Source: an optimization exercise on an open RTL-to-GDS flow (aim: small area). Production flows keep margins and buffers that such runs may drop. In this exercise RTL edits were held to simulation tests only and were not proved equivalent to the original. Power and IR drop assume default switching activity. The clock port is modelled as an ideal driver; clocking choices that lean on that would not hold on a real chip.

**flow/flow/run.sh**
```bash
#!/bin/bash
set -euo pipefail
bash standard.sh \
  "BUFFER_PORTS_ARGS=-buffer_cell sky130_fd_sc_hd__buf_1" \
  "CTS_ARGS=-sink_clustering_enable -repair_clock_nets -sink_clustering_size 25 -sink_clustering_max_diameter 80 -dont_use_dummy_load" \
  finish > standard_make.log 2>&1
```
**flow/standard.sh**
```bash
#!/bin/bash
# synth_recipe.tcl (not shown) runs the flow's synth.tcl, then flattens the netlist and writes it again
# the make line also repeats each setting of config.mk as NAME=value (left out here)
make -C /OpenROAD-flow-scripts/flow DESIGN_CONFIG=/design/flow/config.mk WORK_HOME=/design/flow/orfs CLKGATE_MAP_FILE= SYNTH_SCRIPT=/design/flow/synth_recipe.tcl "${@:-finish}"
```
**flow/config.mk**
```make
export PLATFORM = sky130hd
export DESIGN_NAME = dotProduct
export DESIGN_NICKNAME = dotProduct
export VERILOG_FILES = /design/flow/design.v
export SDC_FILE = /design/flow/constraint.sdc
export NUM_CORES = 4
export LEC_CHECK = 0
export CAP_MARGIN = 10
export CORE_MARGIN = 2
export CORE_UTILIZATION = 40
export CTS_CLUSTER_DIAMETER = 80
export CTS_CLUSTER_SIZE = 25
export GPL_TIMING_DRIVEN = 1
export PLACE_DENSITY = 0.75
export SLEW_MARGIN = 10
export SYNTH_HIERARCHICAL = 1
```
**flow/constraint.sdc**
```tcl
create_clock -name core_clock -period 10.0 [get_ports {clk}]
set_input_delay 2.0000 -clock core_clock [delete_from_list [all_inputs] [get_ports {clk}]]
set_output_delay 2.0000 -clock core_clock [all_outputs]
set_load 0.01 [all_outputs]
```
**flow/design.v**
```verilog
module multiplier (pp_n, c_n, out_n);
  input [63:0] pp_n;
  input [15:0] c_n;
  output [15:0] out_n;
  wire t1, t2, t3, t4, t5, t6, t7, t8, t9, t10, t11, t12;
  wire t13, t14, t15, t16, t17, t18, t19, t20, t21, t22, t23, t24;
  wire t25, t26, t27, t28, t29, t30, t31, t32, t33, t34, t35, t36;
  wire t37, t38, t39, t40, t41, t42, t43, t44, t45, t46, t47, t48;
  wire t49, t50, t51, t52, t53, t54, t55, t56, t57, t58, t59, t60;
  wire t61, t62, t63, t64, t65, t66, t67, t68, t69, t70, t71, t72;
  wire t73, t74, t75, t76, t77, t78, t79, t80, t81, t82, t83, t84;
  wire t85, t86, t87, t88, t89, t90, t91, t92, t93, t94, t95, t96;
  wire t97, t98, t99, t100, t101, t102, t103, t104, t105, t106, t107, t108;
  wire t109, t110, t111, t112, t113, t114, t115, t116, t117, t118, t119, t120;
  wire t121, t122, t123, t124, t125, t126, t127, t128, t129, t130, t131, t132;
  wire t133, t134, t135, t136, t137, t138, t139, t140, t141, t142, t143;
  add_half_s hs2 (.a(pp_n[5]), .b(pp_n[12]), .s(t1));
  add_half_c hc2 (.a(pp_n[5]), .b(pp_n[12]), .co(t2));
  add_full fa4 (.a(pp_n[6]), .b(pp_n[13]), .c(pp_n[20]), .s(t3), .co(t4));
  add_half_s hs6 (.a(pp_n[27]), .b(pp_n[34]), .s(t5));
  add_half_c hc6 (.a(pp_n[27]), .b(pp_n[34]), .co(t6));
  add_full fa8 (.a(pp_n[7]), .b(pp_n[14]), .c(pp_n[21]), .s(t7), .co(t8));
  add_full fa10 (.a(pp_n[28]), .b(pp_n[35]), .c(pp_n[42]), .s(t9), .co(t10));
  add_half_s hs12 (.a(pp_n[49]), .b(pp_n[56]), .s(t11));
  add_half_c hc12 (.a(pp_n[49]), .b(pp_n[56]), .co(t12));
  add_full fa14 (.a(pp_n[15]), .b(pp_n[22]), .c(pp_n[29]), .s(t13), .co(t14));
  add_full fa16 (.a(pp_n[36]), .b(pp_n[43]), .c(pp_n[50]), .s(t15), .co(t16));
  add_half_s hs18 (.a(pp_n[57]), .b(c_n[8]), .s(t17));
  add_half_c hc18 (.a(pp_n[57]), .b(c_n[8]), .co(t18));
  add_full fa20 (.a(pp_n[23]), .b(pp_n[30]), .c(pp_n[37]), .s(t19), .co(t20));
  add_full fa22 (.a(pp_n[44]), .b(pp_n[51]), .c(pp_n[58]), .s(t21), .co(t22));
  add_full fa24 (.a(pp_n[31]), .b(pp_n[38]), .c(pp_n[45]), .s(t23), .co(t24));
  add_half_s hs26 (.a(pp_n[3]), .b(pp_n[10]), .s(t25));
  add_half_c hc26 (.a(pp_n[3]), .b(pp_n[10]), .co(t26));
  add_full fa28 (.a(pp_n[4]), .b(pp_n[11]), .c(pp_n[18]), .s(t27), .co(t28));
  add_half_s hs30 (.a(pp_n[25]), .b(pp_n[32]), .s(t29));
  add_half_c hc30 (.a(pp_n[25]), .b(pp_n[32]), .co(t30));
  add_full fa32 (.a(pp_n[19]), .b(pp_n[26]), .c(pp_n[33]), .s(t31), .co(t32));
  add_full fa34 (.a(pp_n[40]), .b(c_n[5]), .c(t1), .s(t33), .co(t34));
  add_full fa36 (.a(pp_n[41]), .b(pp_n[48]), .c(c_n[6]), .s(t35), .co(t36));
  add_full fa38 (.a(t3), .b(t5), .c(t2), .s(t37), .co(t38));
  add_full fa40 (.a(c_n[7]), .b(t7), .c(t9), .s(t39), .co(t40));
  add_full fa42 (.a(t11), .b(t4), .c(t6), .s(t41), .co(t42));
  add_full fa44 (.a(t13), .b(t15), .c(t17), .s(t43), .co(t44));
  add_full fa46 (.a(t8), .b(t10), .c(t12), .s(t45), .co(t46));
  add_full fa48 (.a(c_n[9]), .b(t19), .c(t21), .s(t47), .co(t48));
  add_full fa50 (.a(t14), .b(t16), .c(t18), .s(t49), .co(t50));
  add_full fa52 (.a(pp_n[52]), .b(pp_n[59]), .c(c_n[10]), .s(t51), .co(t52));
  add_full fa54 (.a(t23), .b(t20), .c(t22), .s(t53), .co(t54));
  add_full fa56 (.a(pp_n[39]), .b(pp_n[46]), .c(pp_n[53]), .s(t55), .co(t56));
  add_full fa58 (.a(pp_n[60]), .b(c_n[11]), .c(t24), .s(t57), .co(t58));
  add_full fa60 (.a(pp_n[47]), .b(pp_n[54]), .c(pp_n[61]), .s(t59), .co(t60));
  add_half_s hs62 (.a(pp_n[2]), .b(pp_n[9]), .s(t61));
  add_half_c hc62 (.a(pp_n[2]), .b(pp_n[9]), .co(t62));
  add_full fa64 (.a(pp_n[17]), .b(pp_n[24]), .c(c_n[3]), .s(t63), .co(t64));
  add_full fa66 (.a(c_n[4]), .b(t27), .c(t29), .s(t65), .co(t66));
  add_full fa68 (.a(t31), .b(t33), .c(t28), .s(t67), .co(t68));
  add_full fa70 (.a(t35), .b(t37), .c(t32), .s(t69), .co(t70));
  add_full fa72 (.a(t39), .b(t41), .c(t36), .s(t71), .co(t72));
  add_full fa74 (.a(t43), .b(t45), .c(t40), .s(t73), .co(t74));
  add_full fa76 (.a(t47), .b(t49), .c(t44), .s(t75), .co(t76));
  add_full fa78 (.a(t51), .b(t53), .c(t48), .s(t77), .co(t78));
  add_full fa80 (.a(t55), .b(t57), .c(t52), .s(t79), .co(t80));
  add_full fa82 (.a(c_n[12]), .b(t59), .c(t56), .s(t81), .co(t82));
  add_full fa84 (.a(pp_n[55]), .b(pp_n[62]), .c(c_n[13]), .s(t83), .co(t84));
  add_half_s hs86 (.a(pp_n[1]), .b(pp_n[8]), .s(t85));
  add_half_c hc86 (.a(pp_n[1]), .b(pp_n[8]), .co(t86));
  add_full fa88 (.a(pp_n[16]), .b(c_n[2]), .c(t61), .s(t87), .co(t88));
  add_full fa90 (.a(t25), .b(t63), .c(t62), .s(t89), .co(t90));
  add_full fa92 (.a(t26), .b(t65), .c(t64), .s(t91), .co(t92));
  add_full fa94 (.a(t30), .b(t67), .c(t66), .s(t93), .co(t94));
  add_full fa96 (.a(t34), .b(t69), .c(t68), .s(t95), .co(t96));
  add_full fa98 (.a(t38), .b(t71), .c(t70), .s(t97), .co(t98));
  add_full fa100 (.a(t42), .b(t73), .c(t72), .s(t99), .co(t100));
  add_full fa102 (.a(t46), .b(t75), .c(t74), .s(t101), .co(t102));
  add_full fa104 (.a(t50), .b(t77), .c(t76), .s(t103), .co(t104));
  add_full fa106 (.a(t54), .b(t79), .c(t78), .s(t105), .co(t106));
  add_full fa108 (.a(t58), .b(t81), .c(t80), .s(t107), .co(t108));
  add_full fa110 (.a(t60), .b(t83), .c(t82), .s(t109), .co(t110));
  add_full fa112 (.a(pp_n[63]), .b(c_n[14]), .c(t84), .s(t111), .co(t112));
  add_half_s hs114 (.a(pp_n[0]), .b(c_n[0]), .s(t113));
  add_half_c hc114 (.a(pp_n[0]), .b(c_n[0]), .co(t114));
  add_full fa116 (.a(c_n[1]), .b(t85), .c(t114), .s(t115), .co(t116));
  add_full fa118 (.a(t87), .b(t86), .c(t116), .s(t117), .co(t118));
  add_full fa120 (.a(t89), .b(t88), .c(t118), .s(t119), .co(t120));
  add_full fa122 (.a(t91), .b(t90), .c(t120), .s(t121), .co(t122));
  add_full fa124 (.a(t93), .b(t92), .c(t122), .s(t123), .co(t124));
  add_full fa126 (.a(t95), .b(t94), .c(t124), .s(t125), .co(t126));
  add_full fa128 (.a(t97), .b(t96), .c(t126), .s(t127), .co(t128));
  add_full fa130 (.a(t99), .b(t98), .c(t128), .s(t129), .co(t130));
  add_full fa132 (.a(t101), .b(t100), .c(t130), .s(t131), .co(t132));
  add_full fa134 (.a(t103), .b(t102), .c(t132), .s(t133), .co(t134));
  add_full fa136 (.a(t105), .b(t104), .c(t134), .s(t135), .co(t136));
  add_full fa138 (.a(t107), .b(t106), .c(t136), .s(t137), .co(t138));
  add_full fa140 (.a(t109), .b(t108), .c(t138), .s(t139), .co(t140));
  add_full fa142 (.a(t111), .b(t110), .c(t140), .s(t141), .co(t142));
  assign t143 = c_n[15] ^ t112 ^ t142;
  assign out_n = {t143, t141, t139, t137, t135, t133, t131, t129, t127, t125, t123, t121, t119, t117, t115, t113};
endmodule
module add_full (a, b, c, s, co);
  input a, b, c;
  output s, co;
  assign s = a ^ b ^ c;
  assign co = (a & b) | (a & c) | (b & c);
endmodule
module add_half_s (a, b, s);
  input a, b;
  output s;
  assign s = ~(a ^ b);
endmodule
module add_half_c (a, b, co);
  input a, b;
  output co;
  assign co = a | b;
endmodule
module PEGroup (a, b, old_output, load_old_output, pp_n, c_n);
		input [7:0] a, b;
		input [15:0] old_output;
		input load_old_output;
		output [63:0] pp_n;
		output [15:0] c_n;
		genvar i, j;
		generate
			for (i = 0; i < 8; i = i + 1) begin : row
				for (j = 0; j < 8; j = j + 1) begin : col
					assign pp_n[8*i+j] = ~(a[i] & b[j]);
				end
			end
		endgenerate
		assign c_n = ~(old_output & {16{load_old_output}});
endmodule
module Dual_SRAM (sel, data, q);
		input [31:0] sel;
		input [32*16-1:0] data;
		output [15:0] q;
		genvar b, g;
		generate
			for (b = 0; b < 16; b = b + 1) begin : bits
				wire [10:0] t;
				for (g = 0; g < 10; g = g + 1) begin : grp
					aoi222 u (.a1(data[(3*g)*16+b]), .a2(sel[3*g]), .b1(data[(3*g+1)*16+b]), .b2(sel[3*g+1]),
						.c1(data[(3*g+2)*16+b]), .c2(sel[3*g+2]), .y(t[g]));
				end
				aoi22 u10 (.a1(data[30*16+b]), .a2(sel[30]), .b1(data[31*16+b]), .b2(sel[31]), .y(t[10]));
				nand11 u11 (.t(t), .q(q[b]));
			end
		endgenerate
endmodule
module aoi222 (a1, a2, b1, b2, c1, c2, y);
		input a1, a2, b1, b2, c1, c2;
		output y;
		assign y = ~((a1 & a2) | (b1 & b2) | (c1 & c2));
endmodule
module aoi22 (a1, a2, b1, b2, y);
		input a1, a2, b1, b2;
		output y;
		assign y = ~((a1 & a2) | (b1 & b2));
endmodule
module nand11 (t, q);
		input [10:0] t;
		output q;
		assign q = ~&t;
endmodule
module MEMController (aw, en_ab, en_o, clr, we_ab, we_o);
		input [4:0] aw;
		input en_ab, en_o, clr;
		output [31:0] we_ab, we_o;
		wire [3:0] hi_ab_n, hi_o_n;
		wire [7:0] lo_n;
		wire clr_n = ~clr;
		genvar g, j;
		generate
			for (g = 0; g < 4; g = g + 1) begin : hi
				assign hi_ab_n[g] = ~(en_ab & (aw[4:3] == g));
				assign hi_o_n[g] = ~(en_o & (aw[4:3] == g));
			end
			for (j = 0; j < 8; j = j + 1) begin : lo
				assign lo_n[j] = ~(aw[2:0] == j);
			end
			for (g = 0; g < 4; g = g + 1) begin : row_hi
				for (j = 0; j < 8; j = j + 1) begin : row_lo
					oai21 u_ab (.a1(hi_ab_n[g]), .a2(lo_n[j]), .b1(clr_n), .y(we_ab[8*g+j]));
					oai21 u_o (.a1(hi_o_n[g]), .a2(lo_n[j]), .b1(clr_n), .y(we_o[8*g+j]));
				end
			end
		endgenerate
endmodule
module oai21 (a1, a2, b1, y);
		input a1, a2, b1;
		output y;
		assign y = ~((a1 | a2) & b1);
endmodule
module ao22 (a1, a2, b1, b2, y);
		input a1, a2, b1, b2;
		output y;
		assign y = (a1 & a2) | (b1 & b2);
endmodule
module dotProduct
		(clk, Mem_reset, Comp_reset, Mem_Index_reset, Computing,
		PE_reset, load_old_output, load_from_file, write_to_file,
		input_data_from_file, output_data_from_file, output_data_to_file,
		result, state);
		input clk, Mem_reset, Comp_reset, Mem_Index_reset, Computing;
		input PE_reset, load_old_output, load_from_file, write_to_file;
		input [15:0] input_data_from_file;
		input [15:0] output_data_from_file;
		output [15:0] output_data_to_file;
		output [15:0] result;
		output [5:0] state;
		reg clr, ls, cs, ws;
		reg [5:0] mic, csc;
		wire mic_lt32 = ~mic[5];
		wire mic_lt33 = ~mic[5] | (mic[4:0] == 5'd0);
		wire csc_lt32 = ~csc[5];
		wire csc_lt35 = ~csc[5] | (csc[4:0] < 5'd3);
		always @(posedge clk) begin
			clr <= Mem_reset;
			ls <= load_from_file | (ls & mic_lt32);
			cs <= Computing | (cs & csc_lt35);
			ws <= write_to_file | (ws & mic_lt33);
			if (Mem_Index_reset)
				mic <= 6'd0;
			else if (ls ? mic_lt32 : (ws & mic_lt33))
				mic <= mic + 6'd1;
			if (Comp_reset)
				csc <= 6'd0;
			else if (cs & csc_lt35)
				csc <= csc + 6'd1;
		end
		assign state = csc;
		reg en_r_ab, en_w_ab, en_r_o, en_w_o;
		reg [4:0] ar_ab, ar_o, aw_o;
		always @(posedge clk) begin
			if (ls) begin
				en_r_ab <= mic_lt32;
				en_w_ab <= mic_lt32;
				ar_ab <= mic[4:0] - 5'd2;
				en_r_o <= mic_lt32;
				en_w_o <= mic_lt32;
				ar_o <= mic[4:0] - 5'd2;
				aw_o <= mic[4:0];
			end else if (ws) begin
				en_r_o <= mic_lt33;
				en_w_o <= 1'b0;
				ar_o <= mic[4:0];
			end else if (cs) begin
				en_r_ab <= csc_lt32 & csc_lt35;
				en_w_ab <= 1'b0;
				ar_ab <= csc[4:0];
				en_r_o <= csc_lt32 & csc_lt35;
				en_w_o <= csc_lt35 & (csc[5:1] != 5'd0) & (csc != 6'd34);
				ar_o <= csc[4:0];
				aw_o <= csc[4:0] - 5'd2;
			end else begin
				en_r_ab <= 1'b0;
				en_w_ab <= 1'b0;
				en_r_o <= 1'b0;
				en_w_o <= 1'b0;
			end
		end
		reg rd_ab, rd_o;
		reg [4:0] ard_ab, ard_o;
		always @(posedge clk) begin
			rd_ab <= en_r_ab;
			rd_o <= en_r_o;
			ard_ab <= ar_ab;
			ard_o <= ar_o;
		end
		reg [15:0] acc;
		wire [31:0] we_ab, we_o;
		MEMController wr_en (.aw(aw_o), .en_ab(en_w_ab), .en_o(en_w_o), .clr(clr), .we_ab(we_ab), .we_o(we_o));
		wire [15:0] wd_ab = clr ? 16'd0 : input_data_from_file;
		wire [15:0] wd_o;
		wire wd_file = ls & ~clr;
		wire wd_acc = ~ls & ~clr;
		genvar i;
		generate
			for (i = 0; i < 16; i = i + 1) begin : wdo
				ao22 u (.a1(wd_file), .a2(output_data_from_file[i]), .b1(wd_acc), .b2(acc[i]), .y(wd_o[i]));
			end
		endgenerate
		reg [15:0] mem_ab [0:31];
		reg [15:0] mem_o [0:31];
		generate
			for (i = 0; i < 32; i = i + 1) begin : row
				always @(posedge clk) begin
					if (we_ab[i])
						mem_ab[i] <= wd_ab;
					if (we_o[i])
						mem_o[i] <= wd_o;
				end
			end
		endgenerate
		wire [15:0] q_ab, q_o;
		wire [32*16-1:0] flat_ab, flat_o;
		wire [31:0] sel_ab, sel_o;
		generate
			for (i = 0; i < 32; i = i + 1) begin : rsel
				assign flat_ab[i*16 +: 16] = mem_ab[i];
				assign flat_o[i*16 +: 16] = mem_o[i];
				assign sel_ab[i] = rd_ab & (ard_ab == i);
				assign sel_o[i] = rd_o & (ard_o == i);
			end
		endgenerate
		Dual_SRAM rd_mux_ab (.sel(sel_ab), .data(flat_ab), .q(q_ab));
		Dual_SRAM rd_mux_o (.sel(sel_o), .data(flat_o), .q(q_o));
		assign output_data_to_file = q_o;
		wire [63:0] pp_n;
		wire [15:0] c_n, mac_n;
		PEGroup pe (.a(q_ab[7:0]), .b(q_ab[15:8]), .old_output(q_o), .load_old_output(load_old_output),
			.pp_n(pp_n), .c_n(c_n));
		multiplier mul (.pp_n(pp_n), .c_n(c_n), .out_n(mac_n));
		always @(posedge clk) begin
			if (PE_reset)
				acc <= 16'd0;
			else
				acc <= ~mac_n;
		end
		assign result = acc;
endmodule
```
==> results of run 1 <==
flip-flops by register name, indices dropped and copies added, names as in the netlist, 4 cells and up:
name and cells:
mem_ab 512, mem_o 512, acc 16, csc 6, mic 6, ar_o 5
ard_ab 5, ard_o 5, aw_o 5, ar_ab 4
power breakdown:
| group | total (uW) | switching, uW | internal [uW] | leakage [uW] |
|---|---|---|---|---|
| Combinational | 1930 | 1250 | 685 | 0.00317 |
| Clock | 2170 | 1280 | 894 | 0.000616 |
| Sequential | 5500 | 139 | 5370 | 0.0109 |
critical path, stage by stage (launching register included):
cell and delay (ns):
dfxtp_1 0.41, nor2b_1 0.30, nand3_1 0.20, nor2_1 0.89, a222oi_1 0.29, nand4_1 0.21, or3_1 0.34, nand2_1 0.14
fa_1 0.58, fa_1 0.44, fa_1 0.51, fa_1 0.46, fa_1 0.40, fa_1 0.41, fa_1 0.40, fa_1 0.40
fa_1 0.43, fa_1 0.42, fa_1 0.40, fa_1 0.39, fa_1 0.39, fa_1 0.39, xor3_1 0.23, nor2_1 0.07
synth_stat cells, types with 2 or more instances:
| library cell | number | area, um2 |
|---|---|---|
| edfxtp_1 | 1040 | 31200 |
| a222oi_1 | 320 | 3200 |
| nand2_1 | 96 | 360 |
| nor2_1 | 84 | 315 |
| nand4_1 | 67 | 419 |
| o21ai_1 | 64 | 320 |
| fa_1 | 62 | 1240 |
| dfxtp_1 | 46 | 921 |
| nand3_1 | 41 | 205 |
| or3_1 | 36 | 225 |
| a22oi_2 | 33 | 413 |
| nor2b_1 | 22 | 138 |
| nor3_1 | 20 | 100 |
| clkbuf_1 | 19 | 71.3 |
| buf_2 | 17 | 85.1 |
| a22o_1 | 16 | 140 |
| buf_4 | 16 | 120 |
| inv_1 | 15 | 56.3 |
| xnor2_1 | 12 | 105 |
| a21oi_1 | 11 | 55.1 |
| nand2b_1 | 11 | 68.8 |
| nand3b_1 | 11 | 82.6 |
| or2_1 | 10 | 62.6 |
| ha_1 | 9 | 113 |
| o21ai_0 | 6 | 30.0 |
| and3_1 | 5 | 31.3 |
| nand4b_1 | 5 | 43.8 |
| or3b_1 | 5 | 43.8 |
| a211oi_1 | 4 | 30.0 |
| mux2_1 | 4 | 45.0 |
| o211a_1 | 3 | 30.0 |
| buf_6 | 2 | 22.5 |
| mux2i_1 | 2 | 20.0 |
| o31ai_1 | 2 | 15.0 |
modules after synthesis (local to each module, per instance), excerpt:
module         cells inside  flip-flops and latches  area, um2  copies in the design
nand11                    4                       0       23.8                    32
aoi22                     1                       0       12.5                    32
oai21                     1                       0       5.00                    64
PEGroup                  98                       0        407                     1
ao22                      1                       0       8.76                    16
add_half_s                1                       0       8.76                     9
aoi222                    1                       0       10.0                   320
MEMController            17                       0        121                     1
add_full                  1                       0       20.0                    62
dotProduct             1365                    1086      33700                     1
layout make-up:
class	count	share of cell area (%)
inverter	15	0.126
timing repair buffer	222	3.08
clock buffer	50	2.80
multi-input combinational	979	18.2
tap	1357	3.80
sequential	1086	72.0
stage by stage:
stage,hold slack [ns],cells
global placement,0.320,3659
CTS,0.350,3709
detailed placement,0.328,3659
global route,0.357,3709
floorplan,0.310,2137
finish,0.345,3709
kinds of logic after synthesis:
logic type	Yosys count
DFF	1086
AOI/OAI and AO/OA	468
and+or+nand+nor	418
buffers and inverters	72
adders and majority gates	71
xor gates and xnor gates	14
muxes	8
final timing paths:
| path | start | endpoint | slack, ns | cells after the start |
|---|---|---|---|---|
| setup / recovery | rd_ab | acc[15] | 0.81 | 23 |
| hold / removal | en_r_o | rd_o | 0.34 | 0 |
| setup reg to reg | rd_ab | acc[15] | 0.81 | 23 |
| hold reg to reg | en_r_o | rd_o | 0.34 | 0 |
layer usage:
metal  up-vias  track usage, %  part of all wire (%)
li1       9652               -                     -
met1     11800            26.5                    37
met2      1690            32.3                    47
met3       203            3.99                    12
met4         0            6.61                   3.5
met5         -               0                     0
==> results.json, run 1 <==
{
  "status": "finished clean",
  "crit_path_end_kind": "flip-flop",
  "via_count": 23400,
  "viasPerCell": 6.30,
  "clock_latency_ns": 0.67,
  "antenna_found_initial": 3,
  "gr-total-overflow": 0,
  "grt_pass1_vias": 22600,
  "synth.distinct_cells": 55,
  "synthMuxAreaShare_pct": 0.225,
  "setup_viol": 0,
  "post-cts-setup-buffer-count": 0,
  "drt_iter0_markers": 4570,
  "start_kind": "flip-flop",
  "cts_tree": "yes",
  "clock_skew_ns": 0.0681,
  "grtUsageTotal_pct": 19.8,
  "stdcell_area_um2": 44700,
  "synth-simple-area-share_pct": 5.27,
  "synth_xor_area_share_pct": 0.339,
  "hold_viol_final": 0,
  "total_power_uw": 9610,
  "wl_per_cell_um": 28.4,
  "fin_util_pct": 44.5,
  "worst_pin_slew_ns": 1.30,
  "synth_top_family_by_area": "compound AO/OA/AOI/OAI gates",
  "grt_max_degree": 34,
  "drt_first_pass_iters": 14,
  "max-cap-violations": 0,
  "ios": 79,
  "yosysWarnings": 9,
  "clock.fmax_ghz": 0.109,
  "synthFlopType": "edfxtp_1",
  "seqCellArea_um2": 32200,
  "drcViolationCount": 0,
  "seq_area_frac_synth_pct": 79.2,
  "mostFrequentLayoutCells": "1040 x edfxtp_1, 320 x a222oi_1, 144 x buf_4, 96 x nand2_1, 81 x nor2_1",
  "cts_max_path_buffers": 3,
  "coreArea_um2": 100000,
  "synth_fa_ha_area_share_pct": 3.33,
  "layout_commonest_cell": "edfxtp_1",
  "ys_ff_latch": 1086,
  "detail-route-antenna-nets": 0,
  "hp-class": "flip-flop to flip-flop",
  "power.leakage_uw": 0.0147,
  "dpl.hpwl_um": 68500,
  "syn_to_final_growth_pct": 10.1,
  "start_util_pct": 40.5,
  "required_ns": 10.51,
  "clock-sinks": 1086,
  "multi_input_area_um2": 8150,
  "fin_crit_ns": 9.19,
  "numCtsBuffers": 50,
  "vdd_drop_max_v": 0.000184,
  "cp.arrival_ns": 9.70,
  "synth_compound_area_share_pct": 10.7,
  "dieHeight_um": 323,
  "synth_area_um2": 40600,
  "layout_setup_ws_ns": 0.814,
  "clkTransAtPathRegs_ns": 0.10,
  "crit_type": "flip-flop to flip-flop",
  "drive_above_1_share_pct": 11.3,
  "antenna_cells": 0,
  "power_density_nw_per_um2": 215,
  "portBuffers": 78,
  "syn_avg_cell_area_um2": 19.0,
  "tns_ns": 0,
  "netlist_instances": 2137,
  "synthArstFlopShare_pct": 0,
  "row_count": 116,
  "htree_levels": 2,
  "post-place-ws_ns": 0.893,
  "syn_nets": 2249,
  "fin_nets": 2466,
  "critPathMaxFanout": 16,
  "synth_edf_count": 1040,
  "grt_pass1_wl_um": 151000,
  "place.gp.congestion": 0.949,
  "ctsResizeCount": 0,
  "die_w_um": 323,
  "drv_slew": 0,
  "final.period_utilization_pct": 91.9,
  "place_area_um2": 43400,
  "wirelength_um": 105000,
  "rsz0062_at_grt": "no",
  "slew_headroom_pct": 13.4,
  "fillers": 8369,
  "die-area_um2": 104000,
  "root_buffer": "clkbuf_16",
  "hold_buffers": 0
}
==> run 2: changes to the inputs <==
==> flow/flow/run.sh (replaced) <==
#!/bin/bash
set -euo pipefail
bash standard.sh \
  "BUFFER_PORTS_ARGS=-buffer_cell sky130_fd_sc_hd__buf_1" \
  "CTS_ARGS=-sink_clustering_enable -repair_clock_nets -sink_clustering_size 30 -sink_clustering_max_diameter 80 -dont_use_dummy_load" \
  finish > standard_make.log 2>&1
--- a/flow/config.mk
+++ b/flow/config.mk
@@ -11,3 +11,3 @@
 export CTS_CLUSTER_DIAMETER = 80
-export CTS_CLUSTER_SIZE = 25
+export CTS_CLUSTER_SIZE = 30
 export GPL_TIMING_DRIVEN = 1
==> run 2 against run 1 <==
Clock power is 7% lower. Largest cell class unchanged. Critical endpoint unchanged. Largest power group unchanged. First-iteration DRC count is 2.9% higher. Final area is 0.39% lower.
==> results.json, run 2 <==
{
  "cp_slowest_cell": "nor2_1",
  "ios": 79,
  "synth_most_common_cell": "edfxtp_1",
  "place.gp.congestion": 0.949,
  "via_count": 23300,
  "gr-total-overflow": 0,
  "viasPerCell": 6.29,
  "wl_met1_um": 38600,
  "path_buf_inv": 0,
  "critPathMaxFanout": 16,
  "antenna_cells": 0,
  "die_w_um": 323,
  "syn_to_final_growth_pct": 9.62,
  "fin_crit_ns": 9.23,
  "hp-class": "flip-flop to flip-flop",
  "yosysTopAreaCell": "edfxtp_1",
  "synth_edf_count": 1040,
  "yosysWarnings": 9,
  "status": "finished clean",
  "grt_pass1_wl_um": 151000,
  "required_ns": 10.50,
  "power_density_nw_per_um2": 212,
  "routed.top_layer": "met5",
  "antenna_found_initial": 6,
  "final.period_utilization_pct": 92.3,
  "clock-sinks": 1086,
  "ctsResizeCount": 0,
  "synthArstFlopShare_pct": 0,
  "drv_slew": 0,
  "synth_commonest_cells": "1040 x edfxtp_1, 320 x a222oi_1, 96 x nand2_1",
  "hold_ws_ns": 0.348,
  "grt_pass1_vias": 22500,
  "hold_buffers": 0,
  "cts_tree": "yes",
  "numCtsBuffers": 43,
  "post-cts-setup-buffer-count": 0,
  "wirelength_um": 105000,
  "syn_avg_cell_area_um2": 19.0,
  "setup_viol": 0,
  "wl_per_cell_um": 28.4,
  "htree_levels": 2,
  "crit_path_end_kind": "flip-flop",
  "coreArea_um2": 100000,
  "route.met2.wl_um": 50300,
  "crit_type": "flip-flop to flip-flop",
  "fillers": 8395,
  "dieHeight_um": 323,
  "drt_iter0_markers": 4704,
  "synth_area_leaders": "edfxtp_1 77%, a222oi_1 7.9%, fa_1 3.1%",
  "largestRegisters": "mem_ab x512, mem_o x512, acc x16",
  "slew_headroom_pct": 13.3,
  "crit_family": "adder cells",
  "portBuffers": 78,
  "root_buffer": "clkbuf_16",
  "dpl.hpwl_um": 68500,
  "cp.arrival_ns": 9.73,
  "synth_top_area_share_pct": 76.9,
  "tns_ns": 0,
  "crit_chain": "nor2b_1, nand3_1, nor2_1, a222oi_1, nand4_1, or3_1, nand2_1, xnor2_1, fa_1, fa_1, fa_1, fa_1, fa_1, fa_1, fa_1, fa_1, fa_1, fa_1, fa_1, fa_1, fa_1, fa_1, xor3_1, nor2_1",
  "clock.fmax_ghz": 0.108,
  "layout_commonest_cell": "edfxtp_1",
  "row_count": 116,
  "max_stage_delay_ns": 0.92,
  "worst_pin_slew_ns": 1.30,
  "grt_max_degree": 34,
  "start_util_pct": 40.5,
  "drcViolationCount": 0,
  "rrSetupSlack_ns": 0.77,
  "clkTransAtPathRegs_ns": 0.12,
  "ys_ff_latch": 1086,
  "rsz0062_at_grt": "no",
  "fin_nets": 2459,
  "power.leakage_uw": 0.0146,
  "max-cap-violations": 0,
  "start_kind": "flip-flop",
  "seq_area_frac_synth_pct": 79.2,
  "drive_above_1_share_pct": 11.0,
  "synthFlopType": "edfxtp_1",
  "grtUsageTotal_pct": 19.7,
  "netlist_instances": 2137,
  "wl_met3_um": 12500,
  "detail-route-antenna-nets": 0,
  "die-area_um2": 104000,
  "drt_first_pass_iters": 14,
  "crit_top_cell": "fa_1",
  "synth.distinct_cells": 55,
  "synth_area_um2": 40600,
  "clock_skew_ns": 0.0763,
  "clock_latency_ns": 0.65,
  "mostFrequentLayoutCells": "1040 x edfxtp_1, 320 x a222oi_1, 144 x buf_4, 96 x nand2_1, 81 x nor2_1",
  "vdd_drop_max_v": 0.000187,
  "cts_max_path_buffers": 3,
  "hold_viol_final": 0,
  "syn_nets": 2249
}
==> run 2: cell counts after synthesis <==
No cell type changed its count.
==> run 2: cell type report <==
| type | instances | area, um2 | share of cell area, % |
|---|---|---|---|
| clock buffer | 43 | 1080 | 2.42 |
| multi-input combinational | 979 | 8150 | 18.3 |
| timing repair buffer | 222 | 1370 | 3.09 |
| inverter | 15 | 56.3 | 0.127 |
| sequential | 1086 | 32200 | 72.2 |
| tap | 1357 | 1700 | 3.82 |
==> run 2: cell families after synthesis <==
| logic type | after synthesis | share of synthesized area, % |
|---|---|---|
| flip-flops | 1086 | 79.2 |
| XOR/XNOR | 14 | 0.339 |
| multiplexers | 8 | 0.225 |
| buffers and inverters | 72 | 0.934 |
| AO/OA/AOI/OAI | 468 | 10.7 |
| AND/OR/NAND/NOR | 418 | 5.27 |
| adder cells (fa/ha/maj) | 71 | 3.33 |
==> run 2: where the power goes <==
part | total, uW | leakage (uW) | internal, uW | switching (uW)
Clock | 2010 | 0.000530 | 777 | 1240
Combinational | 1930 | 0.00317 | 684 | 1250
Sequential | 5500 | 0.0109 | 5370 | 139
==> run 2: final timing paths <==
path,start,end,cells after the start
setup / recovery,rd_ab,acc[15],24
hold / removal,en_r_o,rd_o,0
setup reg to reg,rd_ab,acc[15],24
hold reg to reg,en_r_o,rd_o,0
==> run 2: per-module statistics from Yosys (local to each module, per instance), excerpt <==
module | flip-flops and latches | times used | cells inside | cell area (um2)
MEMController | 0 | 1 | 17 | 121
PEGroup | 0 | 1 | 98 | 407
add_full | 0 | 62 | 1 | 20.0
add_half_c | 0 | 9 | 1 | 6.26
ao22 | 0 | 16 | 1 | 8.76
aoi222 | 0 | 320 | 1 | 10.0
dotProduct | 1086 | 1 | 1365 | 33700
multiplier | 0 | 1 | 17 | 144
nand11 | 0 | 32 | 4 | 23.8
oai21 | 0 | 64 | 1 | 5.00
==> run 2: worst reg2reg max path: stages, from the launching register on <==
cell and delay [ns]:
dfxtp_1 0.42, nor2b_1 0.31, nand3_1 0.21, nor2_1 0.92, a222oi_1 0.29, nand4_1 0.24
or3_1 0.33, nand2_1 0.14, xnor2_1 0.24, fa_1 0.49, fa_1 0.45, fa_1 0.38
fa_1 0.40, fa_1 0.40, fa_1 0.41, fa_1 0.40, fa_1 0.40, fa_1 0.43
fa_1 0.42, fa_1 0.40, fa_1 0.39, fa_1 0.40, fa_1 0.39, xor3_1 0.23
nor2_1 0.07
==> run 2: per-layer routing <==
metal  up-vias  track usage (%)
met3       178             3.52
li1       9627                -
met4         4             6.55
met1     11800             26.5
met5         -                0
met2      1699             32.4
==> run 2: stage by stage <==
stage | util (%) | instance area (um2) | std cells | setup WS, ns | total power (uW)
6_report | 44.4 | 44500 | 3702 | 0.767 | 9450
3_5_place_dp | 43.3 | 43400 | 3659 | 0.893 | 7510
2_1_floorplan | - | 40600 | 2137 | 1.54 | 7020
3_3_place_gp | 43.3 | 43400 | 3659 | 1.08 | 7450
5_1_grt | 44.4 | 44500 | 3702 | 0.390 | 9810
4_1_cts | 44.4 | 44500 | 3702 | 0.886 | 9460
==> run 3: changes to the inputs <==
--- a/flow/config.mk
+++ b/flow/config.mk
@@ -13,3 +13,3 @@
 export GPL_TIMING_DRIVEN = 1
-export PLACE_DENSITY = 0.75
+export PLACE_DENSITY = 0.8
 export SLEW_MARGIN = 10
==> run 3 against run 2 <==
Sequential share of layout area about the same. Area after synthesis unchanged. Critical path type unchanged. Clock skew shrank 0.0054 ns. Die area did not move. Largest power group unchanged. Synthesized cell count unchanged. Cell count shrank 0.27%. Flip-flop and latch count unchanged. Non-clock buffer count fell by 11. Still clean on timing, DRC and antenna.
==> results.json, run 3 <==
{
  "crit_path_end_kind": "flip-flop",
  "r2r_cells": 23,
  "place_area_um2": 43400,
  "hp-class": "flip-flop to flip-flop",
  "stdcell_area_um2": 44500,
  "vdd_drop_max_v": 0.000172,
  "hold_viol_final": 0,
  "numCtsBuffers": 43,
  "max-cap-violations": 0,
  "wl_per_cell_um": 27.4,
  "synth_area_um2": 40600,
  "synth_commonest_cells": "1040 x edfxtp_1, 320 x a222oi_1, 96 x nand2_1",
  "ios": 79,
  "drt_first_pass_iters": 13,
  "rrSetupSlack_ns": 0.75,
  "yosysTopAreaCell": "edfxtp_1",
  "cp.depth": 23,
  "ctsResizeCount": 0,
  "fillers": 8390,
  "cp_slowest_cell": "nor2_1",
  "place.gp.congestion": 0.958,
  "total_power_uw": 9400,
  "crit_chain": "nor2b_1, nand3b_1, nor2_1, a222oi_1, nand4_1, or3_1, nand2_1, fa_1, fa_1, fa_1, fa_1, fa_1, fa_1, fa_1, fa_1, fa_1, fa_1, fa_1, fa_1, fa_1, fa_1, xor3_1, nor2_1",
  "antenna_found_initial": 4,
  "grt_pass1_wl_um": 146000,
  "layout_commonest_cell": "edfxtp_1",
  "cts_max_path_buffers": 3,
  "rsz0062_at_grt": "no",
  "die-area_um2": 104000,
  "root_buffer": "clkbuf_16",
  "synthFlopType": "edfxtp_1",
  "fin_nets": 2448,
  "setup_viol": 0,
  "grtUsageTotal_pct": 19.0,
  "cp.arrival_ns": 9.74,
  "mostFrequentLayoutCells": "1040 x edfxtp_1, 320 x a222oi_1, 132 x buf_4, 96 x nand2_1, 81 x nor2_1",
  "drive_above_1_share_pct": 11.0,
  "gr-total-overflow": 0,
  "clock.fmax_ghz": 0.108,
  "synthArstFlopShare_pct": 0,
  "start_util_pct": 40.5,
  "slew_headroom_pct": 13.6,
  "yosysWarnings": 9,
  "drv_slew": 0,
  "drt_iter0_markers": 4802,
  "seq_area_frac_synth_pct": 79.2,
  "detail-route-antenna-nets": 0,
  "final.period_utilization_pct": 92.5,
  "required_ns": 10.49,
  "max_stage_delay_ns": 0.99,
  "grt_max_degree": 65,
  "clock_latency_ns": 0.64,
  "synth_most_common_cell": "edfxtp_1",
  "clock_skew_ns": 0.0710,
  "synth_top_area_share_pct": 76.9,
  "largestRegisters": "mem_ab x512, mem_o x512, acc x16",
  "cts_tree": "yes",
  "crit_type": "flip-flop to flip-flop",
  "ys_ff_latch": 1086,
  "critPathMaxFanout": 16,
  "clkTransAtPathRegs_ns": 0.12,
  "coreArea_um2": 100000,
  "portBuffers": 78,
  "path_buf_inv": 0,
  "via_count": 23100,
  "status": "finished clean",
  "post-cts-setup-buffer-count": 0,
  "hold_path_depth": 0,
  "hold_buffers": 0,
  "syn_nets": 2249,
  "row_count": 116,
  "dpl.hpwl_um": 66800,
  "grt_pass1_vias": 22100,
  "crit_family": "adder cells",
  "dieHeight_um": 323,
  "fin_crit_ns": 9.25,
  "syn_avg_cell_area_um2": 19.0,
  "synth_edf_count": 1040,
  "syn_to_final_growth_pct": 9.56,
  "tns_ns": 0,
  "wirelength_um": 101000,
  "clock-sinks": 1086,
  "worst_pin_slew_ns": 1.30,
  "start_kind": "flip-flop",
  "crit_top_cell": "fa_1",
  "viasPerCell": 6.26,
  "netlist_instances": 2137,
  "hold_ws_ns": 0.311,
  "power_density_nw_per_um2": 211,
  "die_w_um": 323,
  "synth_area_leaders": "edfxtp_1 77%, a222oi_1 7.9%, fa_1 3.1%",
  "power.leakage_uw": 0.0145,
  "htree_levels": 2,
  "synth.distinct_cells": 55,
  "drcViolationCount": 0
}
-- run 3: cell types whose count changed in the layout (fill, tap and decap cells not counted) --
cell      before  now
a22o_1         8    9
a22o_2         8    7
buf_4        144  132
buf_8          0    1
clkinv_1       0    1
diode_2        0    1
inv_1         15   14
nor2b_2       16   14
nor2b_4        1    3
nor3_1        20   14
nor3_2         0    6
o21ai_1       62   57
o21ai_2        1    7
o21ai_4        1    0
-- run 3: where the power goes --
part | switching, uW | internal, uW | leakage [uW]
Sequential | 142 | 5370 | 0.0109
Clock | 1240 | 777 | 0.000530
Combinational | 1240 | 628 | 0.00313
-- run 3: cell type report --
class / instances / area (um2) / area share [%]
flip-flops and latches: 1086 / 32200 / 72.3
multi-input cells: 979 / 8200 / 18.4
inverters: 15 / 56.3 / 0.127
diodes: 1 / 2.50 / 0.00563
clock buffers: 43 / 1080 / 2.42
well taps: 1357 / 1700 / 3.82
repair buffers: 211 / 1300 / 2.92
-- run 3: Yosys stat by module (local to each module, per instance), excerpt --
module	copies in the design	cell area, um2	cells
oai21	64	5.00	1
aoi22	32	12.5	1
add_half_s	9	8.76	1
dotProduct	1	33700	1365
add_full	62	20.0	1
MEMController	1	121	17
multiplier	1	144	17
add_half_c	9	6.26	1
aoi222	320	10.0	1
ao22	16	8.76	1
nand11	32	23.8	4
-- run 3: worst register-to-register path, stage by stage (launching register included) --
cell      delay, ns
dfxtp_1        0.41
nor2b_1        0.29
nand3b_1       0.21
nor2_1         0.99
a222oi_1       0.31
nand4_1        0.25
or3_1          0.32
nand2_1        0.12
fa_1           0.48
fa_1           0.55
fa_1           0.45
fa_1           0.44
fa_1           0.42
fa_1           0.42
fa_1           0.40
fa_1           0.41
fa_1           0.40
fa_1           0.41
fa_1           0.41
fa_1           0.39
fa_1           0.39
fa_1           0.39
xor3_1         0.21
nor2_1         0.05
-- run 3: per-stage QoR --
step                      util, %  setup slack (ns)  instances
final                        44.3             0.747       3692
after global routing         44.3             0.324       3692
after CTS                    44.3             0.873       3690
after detailed placement     43.2             0.912       3647
after global placement       43.2              1.05       3647
after floorplan                 -              1.54       2137
-- run 3: kinds of logic (layout without fill, tap and decap cells) --
family / Yosys count / in the layout / share of synthesized area [%]
XOR/XNOR: 14 / 14 / 0.339
multiplexers: 8 / 8 / 0.225
AND/OR/NAND/NOR: 418 / 418 / 5.27
AO/OA/AOI/OAI: 468 / 468 / 10.7
adder cells (fa/ha/maj): 71 / 71 / 3.33
other: 0 / 1 / 0
flip-flops: 1086 / 1086 / 79.2
buffers and inverters: 72 / 269 / 0.934
-- run 3: worst paths after layout --
path,from,to
hold / removal,en_r_o,rd_o
setup reg to reg,rd_ab,acc[15]
setup / recovery,rd_ab,acc[15]
hold reg to reg,en_r_o,rd_o
-- run 3: metal layers --
metal	share of wire, %	wire length, um	vias to the layer above	global-route usage, %
li1	-	-	9609	-
met1	36	36100	11600	25.6
met2	47	47200	1753	30.3
met3	14	14200	184	4.75
met4	3.5	3510	2	6.47
met5	0.0079	8	-	0
==> run 4: changes to the inputs <==
==> flow/run.sh (new file) <==
#!/bin/bash
# synth_recipe.tcl (not shown) runs the flow's synth.tcl, then flattens the netlist and writes it again
# the make line also repeats each setting of config.mk as NAME=value (left out here)
make -C /OpenROAD-flow-scripts/flow DESIGN_CONFIG=/design/flow/config.mk WORK_HOME=/design/flow/orfs CLKGATE_MAP_FILE= SYNTH_SCRIPT=/design/flow/synth_recipe.tcl finish
--- a/flow/config.mk
+++ b/flow/config.mk
@@ -13,3 +13,3 @@
 export GPL_TIMING_DRIVEN = 1
-export PLACE_DENSITY = 0.8
+export PLACE_DENSITY = 0.7
 export SLEW_MARGIN = 10
removed: flow/flow/run.sh
removed: flow/standard.sh
==> run 4 against run 3 <==
Clock power is 9% higher. Die area stayed put. Fmax is 0.26% higher. Worst hold slack better by 0.034 ns. Register-to-register slack better by 0.02 ns. Clock skew is 0.037 ns lower. Global-route usage is 0.79 points higher. Flip-flop and latch count stayed put. Non-clock buffer count is 6 higher. Total power is 3.2% higher. Wire length is 4.0% higher. Critical endpoint unchanged. Largest power group unchanged.
==> results.json, run 4 <==
{
  "start_kind": "flip-flop",
  "ios": 79,
  "grt_pass1_wl_um": 152000,
  "place_area_um2": 43900,
  "power.leakage_uw": 0.0149,
  "syn_nets": 2249,
  "synth_edf_count": 1040,
  "netlist_instances": 2137,
  "grtUsageTotal_pct": 19.8,
  "via_count": 23100,
  "max-cap-violations": 0,
  "synth_top_area_share_pct": 76.9,
  "clock_power_share_pct": 22.7,
  "synth_most_common_cell": "edfxtp_1",
  "wl_per_cell_um": 28.2,
  "hold_buffers": 0,
  "yosysTopAreaCell": "edfxtp_1",
  "tns_ns": 0,
  "netSwitchingFraction_pct": 27.9,
  "power_density_nw_per_um2": 214,
  "p_int_uw": 6980,
  "portBuffers": 78,
  "clock.fmax_ghz": 0.108,
  "die_w_um": 323,
  "required_ns": 10.51,
  "final.period_utilization_pct": 92.3,
  "fin_crit_ns": 9.23,
  "dieHeight_um": 323,
  "post-place-ws_ns": 0.755,
  "viasPerCell": 6.20,
  "clock_skew_ns": 0.0344,
  "drt_iter0_markers": 4448,
  "pwr-share-comb_pct": 20.5,
  "row_count": 116,
  "synthFlopType": "edfxtp_1",
  "total_power_uw": 9690,
  "synthArstFlopShare_pct": 0,
  "drt_first_pass_iters": 14,
  "die-area_um2": 104000,
  "worst_pin_slew_ns": 1.28,
  "met2_usage_pct": 32.5,
  "ctsResizeCount": 0,
  "p_seq_share_pct": 56.8,
  "dpl.hpwl_um": 67500,
  "syn_avg_cell_area_um2": 19.0,
  "hold_viol_final": 0,
  "crit_type": "flip-flop to flip-flop",
  "numCtsBuffers": 44,
  "layout_setup_ws_ns": 0.770,
  "synth_area_leaders": "edfxtp_1 77%, a222oi_1 7.9%, fa_1 3.1%",
  "gr-total-overflow": 0,
  "fin_nets": 2455,
  "synth.distinct_cells": 55,
  "use_met3_pct": 4.73,
  "coreArea_um2": 100000,
  "clkTransAtPathRegs_ns": 0.11,
  "clock-sinks": 1086,
  "drive_above_1_share_pct": 11.2,
  "seq_area_frac_synth_pct": 79.2,
  "p_switching_uw": 2710,
  "rsz0062_at_grt": "no",
  "vdd_drop_max_v": 0.000152,
  "antenna_cells": 0,
  "htree_levels": 2,
  "status": "finished clean",
  "layout_commonest_cell": "edfxtp_1",
  "crit_path_end_kind": "flip-flop",
  "synth_area_um2": 40600,
  "syn_to_final_growth_pct": 11.4,
  "cts_max_path_buffers": 3,
  "top_usage_layer": "met2",
  "largestRegisters": "mem_ab x512, mem_o x512, acc x16",
  "place.gp.congestion": 0.931,
  "detail-route-antenna-nets": 0,
  "grt_pass1_vias": 22700,
  "hp-class": "flip-flop to flip-flop",
  "ys_ff_latch": 1086,
  "clock_latency_ns": 0.64,
  "post-cts-setup-buffer-count": 0,
  "slew_headroom_pct": 14.4,
  "grt_max_degree": 34,
  "antenna_found_initial": 5,
  "stdcell_area_um2": 45200,
  "drcViolationCount": 0,
  "cp.arrival_ns": 9.74,
  "synth_commonest_cells": "1040 x edfxtp_1, 320 x a222oi_1, 96 x nand2_1",
  "wirelength_um": 105000,
  "yosysWarnings": 9,
  "mostFrequentLayoutCells": "1040 x edfxtp_1, 320 x a222oi_1, 138 x buf_4, 96 x nand2_1, 78 x clkdlybuf4s50_1",
  "root_buffer": "clkbuf_16",
  "drv_slew": 0,
  "critPathMaxFanout": 16,
  "setup_viol": 0,
  "use_met1_pct": 25.8,
  "start_util_pct": 40.5,
  "fin_util_pct": 45.1,
  "cts_tree": "yes"
}
[run 4: final cells by class]
type | count | area [um2]
sequential | 1086 | 32200
inverter | 15 | 56.3
multi-input combinational | 979 | 8160
clock buffer | 64 | 1220
timing repair buffer | 217 | 1830
clock inverter | 12 | 121
tap | 1357 | 1700
fill | 8368 | 55100
[run 4: power groups by stage]
stage / logic (uW) / clock network [uW] / registers (uW)
floorplan: 1460 / 0 / 5560
global placement: 1910 / 0 / 5590
detailed placement: 1950 / 0 / 5610
CTS: 1960 / 2230 / 5500
global route: 2170 / 2390 / 5530
finish: 1990 / 2200 / 5500
[run 4: worst paths after layout]
check	cells after the start	end	slack, ns	startpoint
hold / removal	0	rd_o	0.35	en_r_o
setup / recovery	23	acc[15]	0.77	rd_ab
hold reg to reg	0	rd_o	0.35	en_r_o
setup reg to reg	23	acc[15]	0.77	rd_ab
[run 4: per-module statistics from Yosys (local to each module, per instance), a selection]
module,area [um2],flip-flops and latches,copies in the design
MEMController,121,0,1
PEGroup,407,0,1
add_full,20.0,0,62
add_half_c,6.26,0,9
add_half_s,8.76,0,9
ao22,8.76,0,16
aoi22,12.5,0,32
aoi222,10.0,0,320
dotProduct,33700,1086,1
multiplier,144,0,1
nand11,23.8,0,32
oai21,5.00,0,64
[run 4: per-layer routing]
metal / vias to the layer above / share of wire [%]
met5: - / 0.012
met4: 2 / 4.1
met3: 225 / 12
met2: 1516 / 48
met1: 11700 / 36
li1: 9656 / -
[run 4: cells by family (layout without fill, tap and decap cells)]
group / Yosys count / in the layout / synth area share, %
buffers and inverters: 72 / 308 / 0.934
muxes: 8 / 8 / 0.225
DFF: 1086 / 1086 / 79.2
adders and majority gates: 71 / 71 / 3.33
and+or+nand+nor: 418 / 418 / 5.27
xor gates and xnor gates: 14 / 14 / 0.339
AOI/OAI and AO/OA: 468 / 468 / 10.7
[run 4: per-stage QoR]
step | hold WS (ns) | std cells
2_1_floorplan | 0.310 | 2137
3_3_place_gp | 0.324 | 3653
3_5_place_dp | 0.323 | 3653
4_1_cts | 0.347 | 3729
5_1_grt | 0.360 | 3730
6_report | 0.345 | 3730
[run 4: critical path, cell delays in order, from the launching register on]
cell and delay [ns]:
dfxtp_1 0.42, nor2b_1 0.29, nand3b_1 0.21, nor2_1 1.01, a222oi_1 0.26, nand4_1 0.30
or3_1 0.30, nand2_1 0.13, fa_1 0.52, fa_1 0.52, fa_1 0.47, fa_1 0.41
fa_1 0.40, fa_1 0.43, fa_1 0.41, fa_1 0.41, fa_1 0.40, fa_1 0.39
fa_1 0.39, fa_1 0.39, fa_1 0.40, fa_1 0.39, xor3_1 0.21, nor2_1 0.05

==> static timing again, ports no longer ideal <==
No port has a modelled driver above. Below, the same layouts with a new extraction and two added sets of constraints.
Step 1 sets driving cells, clkbuf_16 on the clock port and buf_2 on the other inputs (assumed; they add their load-dependent delay and slew).
Step 2 adds t to the input delays and takes it off the output delays; t is the mean of the earliest and latest rising clock arrival at the registers after step 1. Input paths then give back, and output paths get back, about the clock's delay inside the block.
Slacks: ideal / step 1 / step 2; pairs: ideal / step 1.
| run | shift t [ns] | setup WS [ns] | worst setup path after step 2 |
|---|---|---|---|
| run 1 | 0.696 | 0.814 / 0.813 / 0.813 | register to register |
| run 2 | 0.677 | 0.767 / 0.767 / 0.767 | register to register |
| run 3 | 0.670 | 0.747 / 0.746 / 0.746 | register to register |
| run 4 | 0.696 | 0.770 / 0.770 / 0.770 | register to register |
After both steps every run listed still meets setup and hold.
